Context: an optimization exercise on an open-source flow, tuned for small area, a short achievable clock period and few clock cycles per item. The choices shown serve that exercise and are no tape-out recipe.
Where RTL was checked, it was by simulation tests only, not by an equivalence proof against the original.

==> build 91 <==
==> flow/design.v (excerpt) <==
module seq_mult_16bit (
    input  wire         clk,
    input  wire         rst_n,
    input  wire         start,
    input  wire [15:0]  a_in,
    input  wire [15:0]  b_in,
    output wire [31:0]  p_out,
    output reg          done
);
==> module seq_mult_16bit, before the edit <==
module seq_mult_16bit (
    input  wire         clk,
    input  wire         rst_n,
    input  wire         start,
    input  wire [15:0]  a_in,
    input  wire [15:0]  b_in,
    output wire [31:0]  p_out,
    output reg          done
);
    reg [15:0] a_r, b_r;
    always @(posedge clk) begin
        a_r <= a_in;
        b_r <= b_in;
    end
    assign p_out = $signed(a_r) * $signed(b_r);
    always @(posedge clk or negedge rst_n) begin
        if (!rst_n) done <= 1'b0;
        else        done <= start;
    end
endmodule
make LEC_CHECK=0 CAP_MARGIN=20 CORE_MARGIN=2 CORE_UTILIZATION=40 SLEW_MARGIN=20 finish   # period 4.5 ns
run.sh (not shown) runs the stock make flow with config.mk's settings and CLKGATE_MAP_FILE= SYNTH_SCRIPT=/design/flow/synth_recipe.tcl, a recipe that flattens the netlist after the stock synthesis.
==> inputs of trial 60, as changes to build 91 <==
--- a/flow/design.v
+++ b/flow/design.v
@@ -7,11 +7,8 @@
     input  wire [15:0]  b_in,
-    output wire [31:0]  p_out,
+    output reg  [31:0]  p_out,
     output reg          done
 );
-    reg [15:0] a_r, b_r;
     always @(posedge clk) begin
-        a_r <= a_in;
-        b_r <= b_in;
+        p_out <= $signed(a_in) * $signed(b_in);
     end
-    assign p_out = $signed(a_r) * $signed(b_r);
     always @(posedge clk or negedge rst_n) begin
==> summary of the runs <==
Build 91 ran to the end with violations: setup timing. Trial 60 completed, yet does not pass: setup timing. Area after synthesis: trial 60 is higher than build 91 (0.61%). Count of clock-buffer cells in the layout: trial 60 is lower than build 91 (3). Against trial 60, the sequential share of layout area of build 91 is higher by 0.67 points. In trial 60 the worst setup slack is higher than in build 91, by 810 ps. In trial 60 the via count is higher than in build 91, by 3.1%. Against build 91, the design area of trial 60 is higher by about 1.6%.
==> figures <==
|  | build 91 | trial 60 |
|---|---|---|
| Vertical die dimension | 166 µm | 167 µm |
| Final Core Density | 0.547 | 0.554 |
| Type of the worst setup path | flip-flop to output pin | input port to flip-flop |
| Worst slack after detailed placement | -2690 ps | -2470 ps |
| Result of the run | finished with violations | finished with violations |
| Violated checks | setup timing | setup timing |
| Area fraction of clock buffers and clock inverters | 0.0103 | 0.00990 |
| Final setup slack of the worst path | -2410 ps | -1590 ps |
| Worst Setup SP | b_r[4]$_DFF_P_ | a_in[15] |
| Met1 Usage GRT | 0.294 | 0.252 |
| Buffers and inverters on the worst path | 3 | 8 |
| Vias in the first global route | 8859 | 9470 |
| Die ar. | 27600 µm² | 27800 µm² |
| Combined global-route utilization of all metal layers | 0.203 | 0.211 |
No run of this note included a check of the RTL's function; only the layout flow was run.

==> job 8331 <==
Another version of the RTL of seq_mult_16bit (not shown whole).
## seq_mult_16bit
module seq_mult_16bit (
    input  wire         clk,
    input  wire         rst_n,
    input  wire         start,
    input  wire [15:0]  a_in,
    input  wire [15:0]  b_in,
    output wire [31:0]  p_out,
    output reg          done
);
Settings: LEC_CHECK=0, ABC_AREA=1, CAP_MARGIN=20, CORE_MARGIN=2, CORE_UTILIZATION=55, CTS_BUF_LIST=sky130_fd_sc_hd__clkbuf_4 sky130_fd_sc_hd__clkbuf_8, CTS_CLUSTER_DIAMETER=100, CTS_CLUSTER_SIZE=32, SETUP_SLACK_MARGIN=1.2, SLEW_MARGIN=20; clock period 4.5 ns.
standard.sh (not shown) runs the stock make flow with config.mk's settings and CLKGATE_MAP_FILE= SYNTH_SCRIPT=/design/flow/synth_recipe.tcl, a recipe that flattens the netlist after the stock synthesis.
==> flow/flow/run.sh <==
#!/bin/bash
set -euo pipefail
cd "$(dirname "$0")/.."
GRT_SETUP_MARGIN=0.8
bash standard.sh \
  "BUFFER_PORTS_ARGS=-buffer_cell sky130_fd_sc_hd__buf_2" \
  "SYNTH_ARGS=-noabc" \
  cts > flow_make_cts.log 2>&1
bash standard.sh \
  "BUFFER_PORTS_ARGS=-buffer_cell sky130_fd_sc_hd__buf_2" \
  "SYNTH_ARGS=-noabc" \
  "SETUP_SLACK_MARGIN=$GRT_SETUP_MARGIN" \
  finish > flow_make.log 2>&1
==> job 5576: changes against job 8331 <==
--- a/flow/design.v
+++ b/flow/design.v
@@ -522,12 +522,12 @@
     wire s360;
     wire c361;
     wire s362;
     wire c363;
     assign bo0 = b_in[0] ^ 1'b0;
-    assign bt0 = ~bo0 & (b_in[1] ^ b_in[0]);
-    assign bn0 = b_in[1] & (bo0 | bt0);
+    assign bt0 = (b_in[1] & ~b_in[0] & ~1'b0) | (~b_in[1] & b_in[0] & 1'b0);
+    assign bn0 = b_in[1] & ~(b_in[0] & 1'b0);
     assign ax0_0 = a_in[0] ^ b_in[1];
     assign ax0_1 = a_in[1] ^ b_in[1];
     assign ax0_2 = a_in[2] ^ b_in[1];
     assign ax0_3 = a_in[3] ^ b_in[1];
     assign ax0_4 = a_in[4] ^ b_in[1];
@@ -559,12 +559,12 @@
     assign pp15 = ((bo0 & ax0_14) | (bt0 & ax0_13));
     assign pp16 = ((bo0 & ax0_15) | (bt0 & ax0_14));
     assign sg17 = ((bo0 & ax0_15) | (bt0 & ax0_15));
     assign sn18 = ~sg17;
     assign bo1 = b_in[2] ^ b_in[1];
-    assign bt1 = ~bo1 & (b_in[3] ^ b_in[2]);
-    assign bn1 = b_in[3] & (bo1 | bt1);
+    assign bt1 = (b_in[3] & ~b_in[2] & ~b_in[1]) | (~b_in[3] & b_in[2] & b_in[1]);
+    assign bn1 = b_in[3] & ~(b_in[2] & b_in[1]);
     assign ax1_0 = a_in[0] ^ b_in[3];
     assign ax1_1 = a_in[1] ^ b_in[3];
     assign ax1_2 = a_in[2] ^ b_in[3];
     assign ax1_3 = a_in[3] ^ b_in[3];
     assign ax1_4 = a_in[4] ^ b_in[3];
@@ -595,12 +595,12 @@
     assign pp32 = ((bo1 & ax1_13) | (bt1 & ax1_12));
     assign pp33 = ((bo1 & ax1_14) | (bt1 & ax1_13));
     assign pp34 = ((bo1 & ax1_15) | (bt1 & ax1_14));
     assign sn35 = ~(((bo1 & ax1_15) | (bt1 & ax1_15)));
     assign bo2 = b_in[4] ^ b_in[3];
-    assign bt2 = ~bo2 & (b_in[5] ^ b_in[4]);
-    assign bn2 = b_in[5] & (bo2 | bt2);
+    assign bt2 = (b_in[5] & ~b_in[4] & ~b_in[3]) | (~b_in[5] & b_in[4] & b_in[3]);
+    assign bn2 = b_in[5] & ~(b_in[4] & b_in[3]);
     assign ax2_0 = a_in[0] ^ b_in[5];
     assign ax2_1 = a_in[1] ^ b_in[5];
     assign ax2_2 = a_in[2] ^ b_in[5];
     assign ax2_3 = a_in[3] ^ b_in[5];
     assign ax2_4 = a_in[4] ^ b_in[5];
@@ -631,12 +631,12 @@
     assign pp49 = ((bo2 & ax2_13) | (bt2 & ax2_12));
     assign pp50 = ((bo2 & ax2_14) | (bt2 & ax2_13));
     assign pp51 = ((bo2 & ax2_15) | (bt2 & ax2_14));
     assign sn52 = ~(((bo2 & ax2_15) | (bt2 & ax2_15)));
     assign bo3 = b_in[6] ^ b_in[5];
-    assign bt3 = ~bo3 & (b_in[7] ^ b_in[6]);
-    assign bn3 = b_in[7] & (bo3 | bt3);
+    assign bt3 = (b_in[7] & ~b_in[6] & ~b_in[5]) | (~b_in[7] & b_in[6] & b_in[5]);
+    assign bn3 = b_in[7] & ~(b_in[6] & b_in[5]);
     assign ax3_0 = a_in[0] ^ b_in[7];
     assign ax3_1 = a_in[1] ^ b_in[7];
     assign ax3_2 = a_in[2] ^ b_in[7];
     assign ax3_3 = a_in[3] ^ b_in[7];
     assign ax3_4 = a_in[4] ^ b_in[7];
@@ -667,12 +667,12 @@
     assign pp66 = ((bo3 & ax3_13) | (bt3 & ax3_12));
     assign pp67 = ((bo3 & ax3_14) | (bt3 & ax3_13));
     assign pp68 = ((bo3 & ax3_15) | (bt3 & ax3_14));
     assign sn69 = ~(((bo3 & ax3_15) | (bt3 & ax3_15)));
     assign bo4 = b_in[8] ^ b_in[7];
-    assign bt4 = ~bo4 & (b_in[9] ^ b_in[8]);
-    assign bn4 = b_in[9] & (bo4 | bt4);
+    assign bt4 = (b_in[9] & ~b_in[8] & ~b_in[7]) | (~b_in[9] & b_in[8] & b_in[7]);
+    assign bn4 = b_in[9] & ~(b_in[8] & b_in[7]);
     assign ax4_0 = a_in[0] ^ b_in[9];
     assign ax4_1 = a_in[1] ^ b_in[9];
     assign ax4_2 = a_in[2] ^ b_in[9];
     assign ax4_3 = a_in[3] ^ b_in[9];
     assign ax4_4 = a_in[4] ^ b_in[9];
@@ -703,12 +703,12 @@
     assign pp83 = ((bo4 & ax4_13) | (bt4 & ax4_12));
     assign pp84 = ((bo4 & ax4_14) | (bt4 & ax4_13));
     assign pp85 = ((bo4 & ax4_15) | (bt4 & ax4_14));
     assign sn86 = ~(((bo4 & ax4_15) | (bt4 & ax4_15)));
     assign bo5 = b_in[10] ^ b_in[9];
-    assign bt5 = ~bo5 & (b_in[11] ^ b_in[10]);
-    assign bn5 = b_in[11] & (bo5 | bt5);
+    assign bt5 = (b_in[11] & ~b_in[10] & ~b_in[9]) | (~b_in[11] & b_in[10] & b_in[9]);
+    assign bn5 = b_in[11] & ~(b_in[10] & b_in[9]);
     assign ax5_0 = a_in[0] ^ b_in[11];
     assign ax5_1 = a_in[1] ^ b_in[11];
     assign ax5_2 = a_in[2] ^ b_in[11];
     assign ax5_3 = a_in[3] ^ b_in[11];
     assign ax5_4 = a_in[4] ^ b_in[11];
@@ -739,12 +739,12 @@
     assign pp100 = ((bo5 & ax5_13) | (bt5 & ax5_12));
     assign pp101 = ((bo5 & ax5_14) | (bt5 & ax5_13));
     assign pp102 = ((bo5 & ax5_15) | (bt5 & ax5_14));
     assign sn103 = ~(((bo5 & ax5_15) | (bt5 & ax5_15)));
     assign bo6 = b_in[12] ^ b_in[11];
-    assign bt6 = ~bo6 & (b_in[13] ^ b_in[12]);
-    assign bn6 = b_in[13] & (bo6 | bt6);
+    assign bt6 = (b_in[13] & ~b_in[12] & ~b_in[11]) | (~b_in[13] & b_in[12] & b_in[11]);
+    assign bn6 = b_in[13] & ~(b_in[12] & b_in[11]);
     assign ax6_0 = a_in[0] ^ b_in[13];
     assign ax6_1 = a_in[1] ^ b_in[13];
     assign ax6_2 = a_in[2] ^ b_in[13];
     assign ax6_3 = a_in[3] ^ b_in[13];
     assign ax6_4 = a_in[4] ^ b_in[13];
@@ -775,12 +775,12 @@
     assign pp117 = ((bo6 & ax6_13) | (bt6 & ax6_12));
     assign pp118 = ((bo6 & ax6_14) | (bt6 & ax6_13));
     assign pp119 = ((bo6 & ax6_15) | (bt6 & ax6_14));
     assign sn120 = ~(((bo6 & ax6_15) | (bt6 & ax6_15)));
     assign bo7 = b_in[14] ^ b_in[13];
-    assign bt7 = ~bo7 & (b_in[15] ^ b_in[14]);
-    assign bn7 = b_in[15] & (bo7 | bt7);
+    assign bt7 = (b_in[15] & ~b_in[14] & ~b_in[13]) | (~b_in[15] & b_in[14] & b_in[13]);
+    assign bn7 = b_in[15] & ~(b_in[14] & b_in[13]);
     assign ax7_0 = a_in[0] ^ b_in[15];
     assign ax7_1 = a_in[1] ^ b_in[15];
     assign ax7_2 = a_in[2] ^ b_in[15];
     assign ax7_3 = a_in[3] ^ b_in[15];
     assign ax7_4 = a_in[4] ^ b_in[15];
--- a/flow/flow/run.sh
+++ b/flow/flow/run.sh
@@ -1,9 +1,9 @@
 #!/bin/bash
 set -euo pipefail
 cd "$(dirname "$0")/.."
-GRT_SETUP_MARGIN=0.8
+GRT_SETUP_MARGIN=0.6
 bash standard.sh \
   "BUFFER_PORTS_ARGS=-buffer_cell sky130_fd_sc_hd__buf_2" \
   "SYNTH_ARGS=-noabc" \
   cts > flow_make_cts.log 2>&1
 bash standard.sh \
- SETUP_SLACK_MARGIN: 1.2 -> 1.0
==> job 1964: changes against job 8331 <==
--- a/flow/design.v
+++ b/flow/design.v
@@ -522,12 +522,12 @@
     wire s360;
     wire c361;
     wire s362;
     wire c363;
     assign bo0 = b_in[0] ^ 1'b0;
-    assign bt0 = ~bo0 & (b_in[1] ^ b_in[0]);
-    assign bn0 = b_in[1] & (bo0 | bt0);
+    assign bt0 = (b_in[1] & ~b_in[0] & ~1'b0) | (~b_in[1] & b_in[0] & 1'b0);
+    assign bn0 = b_in[1] & ~(b_in[0] & 1'b0);
     assign ax0_0 = a_in[0] ^ b_in[1];
     assign ax0_1 = a_in[1] ^ b_in[1];
     assign ax0_2 = a_in[2] ^ b_in[1];
     assign ax0_3 = a_in[3] ^ b_in[1];
     assign ax0_4 = a_in[4] ^ b_in[1];
@@ -559,12 +559,12 @@
     assign pp15 = ((bo0 & ax0_14) | (bt0 & ax0_13));
     assign pp16 = ((bo0 & ax0_15) | (bt0 & ax0_14));
     assign sg17 = ((bo0 & ax0_15) | (bt0 & ax0_15));
     assign sn18 = ~sg17;
     assign bo1 = b_in[2] ^ b_in[1];
-    assign bt1 = ~bo1 & (b_in[3] ^ b_in[2]);
-    assign bn1 = b_in[3] & (bo1 | bt1);
+    assign bt1 = (b_in[3] & ~b_in[2] & ~b_in[1]) | (~b_in[3] & b_in[2] & b_in[1]);
+    assign bn1 = b_in[3] & ~(b_in[2] & b_in[1]);
     assign ax1_0 = a_in[0] ^ b_in[3];
     assign ax1_1 = a_in[1] ^ b_in[3];
     assign ax1_2 = a_in[2] ^ b_in[3];
     assign ax1_3 = a_in[3] ^ b_in[3];
     assign ax1_4 = a_in[4] ^ b_in[3];
@@ -595,12 +595,12 @@
     assign pp32 = ((bo1 & ax1_13) | (bt1 & ax1_12));
     assign pp33 = ((bo1 & ax1_14) | (bt1 & ax1_13));
     assign pp34 = ((bo1 & ax1_15) | (bt1 & ax1_14));
     assign sn35 = ~(((bo1 & ax1_15) | (bt1 & ax1_15)));
     assign bo2 = b_in[4] ^ b_in[3];
-    assign bt2 = ~bo2 & (b_in[5] ^ b_in[4]);
-    assign bn2 = b_in[5] & (bo2 | bt2);
+    assign bt2 = (b_in[5] & ~b_in[4] & ~b_in[3]) | (~b_in[5] & b_in[4] & b_in[3]);
+    assign bn2 = b_in[5] & ~(b_in[4] & b_in[3]);
     assign ax2_0 = a_in[0] ^ b_in[5];
     assign ax2_1 = a_in[1] ^ b_in[5];
     assign ax2_2 = a_in[2] ^ b_in[5];
     assign ax2_3 = a_in[3] ^ b_in[5];
     assign ax2_4 = a_in[4] ^ b_in[5];
@@ -631,12 +631,12 @@
     assign pp49 = ((bo2 & ax2_13) | (bt2 & ax2_12));
     assign pp50 = ((bo2 & ax2_14) | (bt2 & ax2_13));
     assign pp51 = ((bo2 & ax2_15) | (bt2 & ax2_14));
     assign sn52 = ~(((bo2 & ax2_15) | (bt2 & ax2_15)));
     assign bo3 = b_in[6] ^ b_in[5];
-    assign bt3 = ~bo3 & (b_in[7] ^ b_in[6]);
-    assign bn3 = b_in[7] & (bo3 | bt3);
+    assign bt3 = (b_in[7] & ~b_in[6] & ~b_in[5]) | (~b_in[7] & b_in[6] & b_in[5]);
+    assign bn3 = b_in[7] & ~(b_in[6] & b_in[5]);
     assign ax3_0 = a_in[0] ^ b_in[7];
     assign ax3_1 = a_in[1] ^ b_in[7];
     assign ax3_2 = a_in[2] ^ b_in[7];
     assign ax3_3 = a_in[3] ^ b_in[7];
     assign ax3_4 = a_in[4] ^ b_in[7];
@@ -667,12 +667,12 @@
     assign pp66 = ((bo3 & ax3_13) | (bt3 & ax3_12));
     assign pp67 = ((bo3 & ax3_14) | (bt3 & ax3_13));
     assign pp68 = ((bo3 & ax3_15) | (bt3 & ax3_14));
     assign sn69 = ~(((bo3 & ax3_15) | (bt3 & ax3_15)));
     assign bo4 = b_in[8] ^ b_in[7];
-    assign bt4 = ~bo4 & (b_in[9] ^ b_in[8]);
-    assign bn4 = b_in[9] & (bo4 | bt4);
+    assign bt4 = (b_in[9] & ~b_in[8] & ~b_in[7]) | (~b_in[9] & b_in[8] & b_in[7]);
+    assign bn4 = b_in[9] & ~(b_in[8] & b_in[7]);
     assign ax4_0 = a_in[0] ^ b_in[9];
     assign ax4_1 = a_in[1] ^ b_in[9];
     assign ax4_2 = a_in[2] ^ b_in[9];
     assign ax4_3 = a_in[3] ^ b_in[9];
     assign ax4_4 = a_in[4] ^ b_in[9];
@@ -703,12 +703,12 @@
     assign pp83 = ((bo4 & ax4_13) | (bt4 & ax4_12));
     assign pp84 = ((bo4 & ax4_14) | (bt4 & ax4_13));
     assign pp85 = ((bo4 & ax4_15) | (bt4 & ax4_14));
     assign sn86 = ~(((bo4 & ax4_15) | (bt4 & ax4_15)));
     assign bo5 = b_in[10] ^ b_in[9];
-    assign bt5 = ~bo5 & (b_in[11] ^ b_in[10]);
-    assign bn5 = b_in[11] & (bo5 | bt5);
+    assign bt5 = (b_in[11] & ~b_in[10] & ~b_in[9]) | (~b_in[11] & b_in[10] & b_in[9]);
+    assign bn5 = b_in[11] & ~(b_in[10] & b_in[9]);
     assign ax5_0 = a_in[0] ^ b_in[11];
     assign ax5_1 = a_in[1] ^ b_in[11];
     assign ax5_2 = a_in[2] ^ b_in[11];
     assign ax5_3 = a_in[3] ^ b_in[11];
     assign ax5_4 = a_in[4] ^ b_in[11];
@@ -739,12 +739,12 @@
     assign pp100 = ((bo5 & ax5_13) | (bt5 & ax5_12));
     assign pp101 = ((bo5 & ax5_14) | (bt5 & ax5_13));
     assign pp102 = ((bo5 & ax5_15) | (bt5 & ax5_14));
     assign sn103 = ~(((bo5 & ax5_15) | (bt5 & ax5_15)));
     assign bo6 = b_in[12] ^ b_in[11];
-    assign bt6 = ~bo6 & (b_in[13] ^ b_in[12]);
-    assign bn6 = b_in[13] & (bo6 | bt6);
+    assign bt6 = (b_in[13] & ~b_in[12] & ~b_in[11]) | (~b_in[13] & b_in[12] & b_in[11]);
+    assign bn6 = b_in[13] & ~(b_in[12] & b_in[11]);
     assign ax6_0 = a_in[0] ^ b_in[13];
     assign ax6_1 = a_in[1] ^ b_in[13];
     assign ax6_2 = a_in[2] ^ b_in[13];
     assign ax6_3 = a_in[3] ^ b_in[13];
     assign ax6_4 = a_in[4] ^ b_in[13];
@@ -775,12 +775,12 @@
     assign pp117 = ((bo6 & ax6_13) | (bt6 & ax6_12));
     assign pp118 = ((bo6 & ax6_14) | (bt6 & ax6_13));
     assign pp119 = ((bo6 & ax6_15) | (bt6 & ax6_14));
     assign sn120 = ~(((bo6 & ax6_15) | (bt6 & ax6_15)));
     assign bo7 = b_in[14] ^ b_in[13];
-    assign bt7 = ~bo7 & (b_in[15] ^ b_in[14]);
-    assign bn7 = b_in[15] & (bo7 | bt7);
+    assign bt7 = (b_in[15] & ~b_in[14] & ~b_in[13]) | (~b_in[15] & b_in[14] & b_in[13]);
+    assign bn7 = b_in[15] & ~(b_in[14] & b_in[13]);
     assign ax7_0 = a_in[0] ^ b_in[15];
     assign ax7_1 = a_in[1] ^ b_in[15];
     assign ax7_2 = a_in[2] ^ b_in[15];
     assign ax7_3 = a_in[3] ^ b_in[15];
     assign ax7_4 = a_in[4] ^ b_in[15];
--- a/flow/flow/run.sh
+++ b/flow/flow/run.sh
@@ -1,9 +1,9 @@
 #!/bin/bash
 set -euo pipefail
 cd "$(dirname "$0")/.."
-GRT_SETUP_MARGIN=0.8
+GRT_SETUP_MARGIN=0.6
 bash standard.sh \
   "BUFFER_PORTS_ARGS=-buffer_cell sky130_fd_sc_hd__buf_2" \
   "SYNTH_ARGS=-noabc" \
   cts > flow_make_cts.log 2>&1
 bash standard.sh \
- CTS_BUF_LIST: sky130_fd_sc_hd__clkbuf_4 sky130_fd_sc_hd__clkbuf_8 -> sky130_fd_sc_hd__clkbuf_4
- CTS_CLUSTER_DIAMETER: 100 -> 200
- CTS_CLUSTER_SIZE: 32 -> 64
- SETUP_SLACK_MARGIN: 1.2 -> 1.0
==> flow_summary.yaml <==
outcome:
  outcome: "no timing/DRC/antenna violations"
yosys:
  synth_area_per_cell_um2: 9.73
placed_design:
  dpl-instance-area_mm2: 0.00787
final_layout:
  layout_commonest_cell: "xnor2_1"
  fillers: 1065
setup_path:
  worstSetupEndpointType: "output pin"
Source of the figures above: job 8331

==> flow_summary.yaml <==
outcome:
  outcome: "no timing/DRC/antenna violations"
setup_path:
  worstSetupEndpointType: "flip-flop"
final_layout:
  fillers: 1130
  layout_commonest_cell: "fa_1"
yosys:
  synth_area_per_cell_um2: 9.71
placed_design:
  dpl-instance-area_mm2: 0.00782
sta:
  hold_violations: 0
Source of the figures above: job 5576

==> flow_summary.yaml <==
final_layout:
  layout_commonest_cell: "xnor2_1"
  multi_input_area_share_pct: 71.0
  fillers: 1104
  num-nonclk-inverters: 64
outcome:
  outcome: "no timing/DRC/antenna violations"
placed_design:
  dpl-instance-area_mm2: 0.00782
yosys:
  synth_mux_area_share_pct: 0
setup_path:
  worstSetupEndpointType: "flip-flop"
Source of the figures above: job 1964

Testbench counts of job 5576, summed over its fixed seeds: cycles 2,400, items 2,400.
Testbench counts of job 1964, summed over its fixed seeds: cycles 2,400, items 2,400.
For job 8331, only the layout was checked, not whether the RTL still works.

separate check: timing with driven ports:
No port has a modelled driver above. Below, the same layouts with a new extraction and two added sets of constraints. Step 1, drivers: a clkbuf_16 drives clk and a buf_2 each remaining input, both assumed. Step 2 also shifts input and output timing later by t, the mid clock arrival at the registers, as if the neighbouring blocks saw the same clock. a / b / c = ideal ports / drivers / drivers and shift; a / b = the first two.
run | t, ns | slack for setup (ns) | clock arrival spread, ns | worst slew at a driven data input, ns | pins driven straight from the clock port
build 91 | 0.301 | -2.405 / -2.436 / -2.135 | 0.006 / 0.006 | 0.06 | 1
trial 60 | 0.319 | -1.594 / -1.602 / -1.921 | 0.010 / 0.010 | 0.06 | 1
job 8331 | 0.402 | 1.000 / 0.963 / 0.716 | 0.010 / 0.010 | 0.06 | 1
job 5576 | 0.395 | 0.986 / 0.969 / 0.605 | 0.008 / 0.008 | 0.04 | 1
job 1964 | 0.476 | 0.928 / 0.911 / 0.466 | 0.017 / 0.018 | 0.04 | 1
The setup slack of job 1964, which loses most, moves by -0.017 ns with the drivers and by -0.462 ns with both steps.
